Context: an optimization exercise on an open-source flow, tuned for small area, a short achievable clock period and few clock cycles per item. The choices shown serve that exercise and are no tape-out recipe. RTL that was checked went through simulation tests only; none was proved equivalent to the original. The RTL of run 1 was laid out without a check of its function.

## flow/design.v (module list and top-level ports; edited modules follow where they fit)
// module fmul: 7429 lines
// module bpp: 3 lines
// module fa3: 4 lines
// module ha2: 4 lines
module fmul #(
    parameter pDATA_WIDTH = 64
) (
    input  [(pDATA_WIDTH-1):0]  in_A,
    input  [(pDATA_WIDTH-1):0]  in_B,
    input                       clk,
    input                       rst_n,
    input                       in_valid,
    output [(pDATA_WIDTH-1):0]  result,
    output                      out_valid
);
  // ...
==> flow/run.sh <==
#!/bin/bash
# synth_recipe.tcl (not shown) runs the flow's synth.tcl, then flattens the netlist and writes it again
# the make line also repeats each setting of config.mk as NAME=value (left out here)
make -C /OpenROAD-flow-scripts/flow DESIGN_CONFIG=/design/flow/config.mk WORK_HOME=/design/flow/orfs CLKGATE_MAP_FILE= SYNTH_SCRIPT=/design/flow/synth_recipe.tcl finish
==> flow/config.mk <==
export PLATFORM = sky130hd
export DESIGN_NAME = fmul
export DESIGN_NICKNAME = fmul
export VERILOG_FILES = /design/flow/design.v
export SDC_FILE = /design/flow/constraint.sdc
export NUM_CORES = 8
export LEC_CHECK = 0
export ABC_AREA = 1
export CAP_MARGIN = 20
export CORE_MARGIN = 2
export CORE_UTILIZATION = 50
export SLEW_MARGIN = 20
export SYNTH_HIERARCHICAL = 1
==> flow/constraint.sdc <==
create_clock -name core_clock -period 10.0 [get_ports {clk}]
set_input_delay 2.0000 -clock core_clock [delete_from_list [all_inputs] [get_ports {clk}]]
set_output_delay 2.0000 -clock core_clock [all_outputs]
set_load 0.01 [all_outputs]
==> out/qor.yml, run 1 <==
drt:
  wl_met1_um: 126000
  wl_met3_um: 52900
floorplan:
  start_util_pct: 50.3
setup_path:
  path_max_fanout: 4
  timing.rr.start: "q2[23]$_DFF_P_"
  critical_path.most_common_cell: "nand2_1"
  endpoint_kind: "flop"
cells_and_area:
  clock_buffers: 129
  fin_util_pct: 54.7
  multi_input_area_share_pct: 68.5
  buffers: 380
  largest_register_ff_count: 408
yosys:
  synth_compound_area_share_pct: 15.4
  synth-async-reset-ratio_pct: 0.714
  synth-edff-count: 0
  yosysWarnings: 7
  synth.most_common_cell: "xor2_1"
  synth.distinct_cells: 71
  synthXorXnorAreaFrac_pct: 15.8
  synth_top_family_by_area: "adder cells"
  synth_fa_ha_area_share_pct: 34.8
sta:
  fin_crit_ps: 6840
  skew_ps: 52.4
  hold_violations: 0
min_path:
  hold_end: "sgn3$_DFF_P_"
  hp-class: "reg2reg"
  worst_hold_path.num_cells: 0
clock_tree:
  hold_buffers: 0
  htree_levels: 3
  ctsLongestPathBuffers: 3
  cts_sinks: 840
placed_design:
  place.gp.congestion: 1.01
grt:
  antenna_found_initial: 18
status:
  status: "complete, no violations"
==> inputs of run 2 (changes only) <==
--- a/flow/design.v
+++ b/flow/design.v
@@ -7388,20 +7388,20 @@
 end
 reg [5:0] lz;
 integer k;
 always @(*) begin
     lz = 6'd53;
     for (k = 0; k <= 52; k = k + 1)
         if (f4[k]) lz = 6'd52 - k[5:0];
 end
-wire signed [13:0] t_a = 14'sd52 - $signed({8'd0, lz});
-wire signed [13:0] t_b = 14'sd53 - $signed({e4[12], e4});
-wire signed [13:0] t_s = (t_a > t_b) ? t_a : t_b;
-wire        t_big = (t_s > 14'sd104);
+wire [13:0] t_a   = 14'd8244 - {8'd0, lz};                  
+wire [13:0] t_b   = 14'd8245 - {e4[12], e4};                
+wire [13:0] t_s   = (t_a > t_b) ? t_a : t_b;
+wire        t_big = (t_s > 14'd8296);                        
 wire [6:0]  t7    = t_s[6:0];
 wire        e_pos = ~e4[12] & (|e4);
 wire [12:0] e_sub = e4 - {7'd0, lz};
 wire        e_nrm = e_pos & ({7'd0, lz} < e4);
 wire [11:0] ex_s4 = e_nrm ? e_sub[11:0] : 12'd0;
 reg [52:0] f5;
 reg [6:0]  t5;
 reg        big5;
==> run 2 against run 1 <==
Compared with the run above:
- synthesized cell count increased by 0.90%
- highest routed layer unchanged
- critical endpoint is now e4[12]$_DFF_P_
- final cell count increased by 0.74%
- first-iteration DRC count increased by 7.7%
- register-to-register slack got worse by 450 ps
- synthesized area increased by 0.26%
==> out/qor.yml, run 2 <==
setup_path:
  crit_slowest_cell: "inv_1"
  cp.buffers_inverters: 9
  timing.rr.start: "p3[55]$_DFF_P_"
  critPathTopFamily: "simple AND/OR/NAND/NOR gates"
  endpoint_kind: "flop"
  cp.required_ps: 10650
  critical_path.most_common_cell: "nor2_1"
  path_max_fanout: 56  # +52
  criticalPathCategory: "reg2reg"
  cp_data_arrival_time_ps: 7940
  reg2reg_to: "e4[12]$_DFF_P_"
  startpoint_type: "flop"
  critical-path-max-stage-delay_ps: 570
  reg2regPathDepth: 43
  rrSetupSlack_ps: 2710
grt:
  grt_util_all_layers_pct: 40.8
  use_met2_pct: 59.9
  gr-total-overflow: 0
  grt_pass1_wl_um: 516000
  use_met3_pct: 18.5
  top_usage_layer: "met2"
  grt_max_degree: 66
  antenna_found_initial: 11  # -7
  grtUsageMet1_pct: 47.9
  grt_pass1_vias: 77200
yosys:
  synth_top_family_by_area: "adder cells"
  yosys-top-cells-count: "1485 x xor2_1, 1409 x o22ai_1, 1308 x fa_1, 834 x dfxtp_1, 816 x nand2_1"
  ys_seq_elements: 840
  syn_area_per_cell_um2: 9.42
  synth-async-reset-ratio_pct: 0.714  # unchanged
  syn_nets: 10600
  syn_inst: 8949
  synth_compound_area_share_pct: 15.1  # -0.33 points
  synthTopCellsByArea: "fa_1 31%, dfxtp_1 20%, xor2_1 15%, o22ai_1 10%, ha_1 3.7%"
  synth.distinct_cells: 64  # -9.9%
  synth_ff_type: "dfxtp_1"
  synth_top_area_cell: "fa_1"
  synth_fa_ha_area_share_pct: 34.8  # -0.075 points
  ys_seq_area_share_pct: 20.0
  yosysWarnings: 7  # unchanged
  synth_area_um2: 84300
  synth_top_area_share_pct: 31.1
  synth-edff-count: 0  # unchanged
  synthXorXnorAreaFrac_pct: 16.0  # +0.14 points
  synth_mux_area_share_pct: 0.515
  synth.most_common_cell: "xor2_1"
  yosys.area_share.simple_pct: 7.66
cells_and_area:
  postLayoutCellArea_um2: 91600
  largest_register_ff_count: 408  # unchanged
  mostFrequentLayoutCell: "xor2_1"
  nets: 10300
  nFillCells: 14900
  drive_above_1_share_pct: 6.57
  regMostFlops: "q2"
  layout_common_cells: "1485 x xor2_1, 1409 x o22ai_1, 1308 x fa_1"
  area_growth_pct: 8.67
  fin_util_pct: 54.8  # +0.055 points
clock_tree:
  clk_pin_slew_worst_paths_ps: 60
  root_buffer: "clkbuf_16"
  ctsResizeCount: 0
  cts_buffers: 100
  htree_levels: 3  # unchanged
  clock_latency_ps: 800
  post_cts_buffers: 0
  hold_buffers: 0  # unchanged
  cts_tree: "built"
  cts_sinks: 840  # unchanged
  ctsLongestPathBuffers: 3  # unchanged
sta:
  setup_tns_ps: 0
  worstMarginPinSlew_ps: 1370
  skew_ps: 53.6  # +1.24 ps
  slew_viol_final: 0
  slew-limit-headroom_pct: 8.35
  period_share_pct: 72.9
  final-setup-viol-count: 0
  hold_violations: 0  # unchanged
  fin_crit_ps: 7290  # +450 ps
  clock.fmax_ghz: 0.137
  rsz0062_at_grt: "no"
placed_design:
  place_area_um2: 87900
  place.gp.congestion: 1.04  # +3.6%
  dp.final_hpwl_um: 239000
  portBuffers: 195
drt:
  dr_total_vias: 74800
  drt_iter0_drc: 11300
  avgViaCountPerCell: 6.83
  wl_um: 360000
  dr.pass1.iters: 12
  drc: 0
  antenna_left: 0
  wl_per_cell_um: 32.9
min_path:
  hold_end: "nan5$_DFF_P_"
  worst_hold_path.num_cells: 0  # unchanged
  hp-class: "reg2reg"
  hold_start: "nan4$_DFF_P_"
status:
  status: "complete, no violations"
floorplan:
  rows: 150
  fp.dieH_um: 415
  ioPinCount: 196
  die_area_um2: 172000
  coreArea_um2: 167000
  start_util_pct: 50.4  # +0.073 points
  fp.dieW_um: 415
job:
  drv_cap: 0
==> run 2: layer usage <==
metal / vias up / part of all wire [%]
met2: 6707 / 42
met3: 1996 / 16
met4: 24 / 8.0
met1: 36500 / 35
met5: - / 0.11
li1: 29500 / -
==> run 2: kinds of logic (layout without fill, tap and decap cells) <==
| group | count (synthesis) | in the layout |
|---|---|---|
| other cells | 0 | 4 |
| buf+inv | 1334 | 1132 |
| mux | 43 | 43 |
| simple gates | 1521 | 1521 |
| compound gates | 2119 | 2119 |
| fa+ha+maj | 1556 | 1556 |
| flops | 840 | 840 |
| xor+xnor | 1536 | 1536 |
==> run 2: worst max-delay path by stage <==
stage,from,to,slack [ps],cells after the start
final,p3[55]$_DFF_P_,e4[12]$_DFF_P_,2710,43
after floorplan,p3[55]$_DFF_P_,e4[12]$_DFF_P_,4320,42
after CTS,p3[55]$_DFF_P_,e4[12]$_DFF_P_,2720,43
after detailed placement,p3[55]$_DFF_P_,e4[12]$_DFF_P_,2740,43
after global routing,p3[55]$_DFF_P_,e4[12]$_DFF_P_,1690,43
after global placement,p3[55]$_DFF_P_,e4[12]$_DFF_P_,2800,43
==> run 2: per-stage QoR <==
stage	std cells	setup WS (ps)	hold slack, ps
after floorplan	8949	4320	310
after global placement	10800	2800	311
after detailed placement	10800	2740	312
after CTS	11000	2720	322
after global routing	11000	1690	329
final	11000	2710	317
==> run 2: area by class of cell <==
type	instances	area, um^2	area share (%)
clock buffers	132	2840	3.10
flip-flops and latches	840	16900	18.5
inverters	557	2120	2.32
multi-input cells	6775	62700	68.5
repair buffers	388	3400	3.72
clock inverters	55	781	0.853
well taps	2204	2760	3.01
diodes	4	10.0	0.0109
==> run 2: modules after synthesis (local to each module, per instance) <==
module  flip-flops and latches  times used  area, um^2
fa3                          0        1305        20.0
fmul                       840           1       57300
ha2                          0          70        12.5
==> run 2: worst register-to-register path, delay by kind of cell (launching register included) <==
kind / cells / cell delay, ps
compound gates: 1 / 100
xor+xnor: 1 / 140
fa+ha+maj: 2 / 610
buf+inv: 9 / 1480
flops: 1 / 310
simple gates: 30 / 4540
Testbench counts of run 2, summed over its fixed seeds: cycles 36,036, items 36,000.

==> separate check: timing with driven ports <==
The flow's constraints put no driver on any port. The routed layouts listed below were extracted and timed again, unchanged, in two steps. Step 1: set_driving_cell puts a clkbuf_16 on clk and a buf_2 on each other input, an assumption about the parent block. Step 2 moves the port delays by t, midway between the first and last clock arrival at a register: inputs arrive t later, outputs are due t later. That takes back most of the time a late clock gives input paths. Three values: no drivers, after step 1, after step 2; two values: the first two.
| run | shift t [ns] | slack for setup (ns) | slew at the worst register clock pin (ns) |
|---|---|---|---|
| run 1 | 0.872 | 3.165 / 3.165 / 3.165 | 0.07 / 0.07 |
| run 2 | 0.859 | 2.715 / 2.715 / 2.715 | 0.08 / 0.08 |
After both steps setup and hold are still met in every run listed.
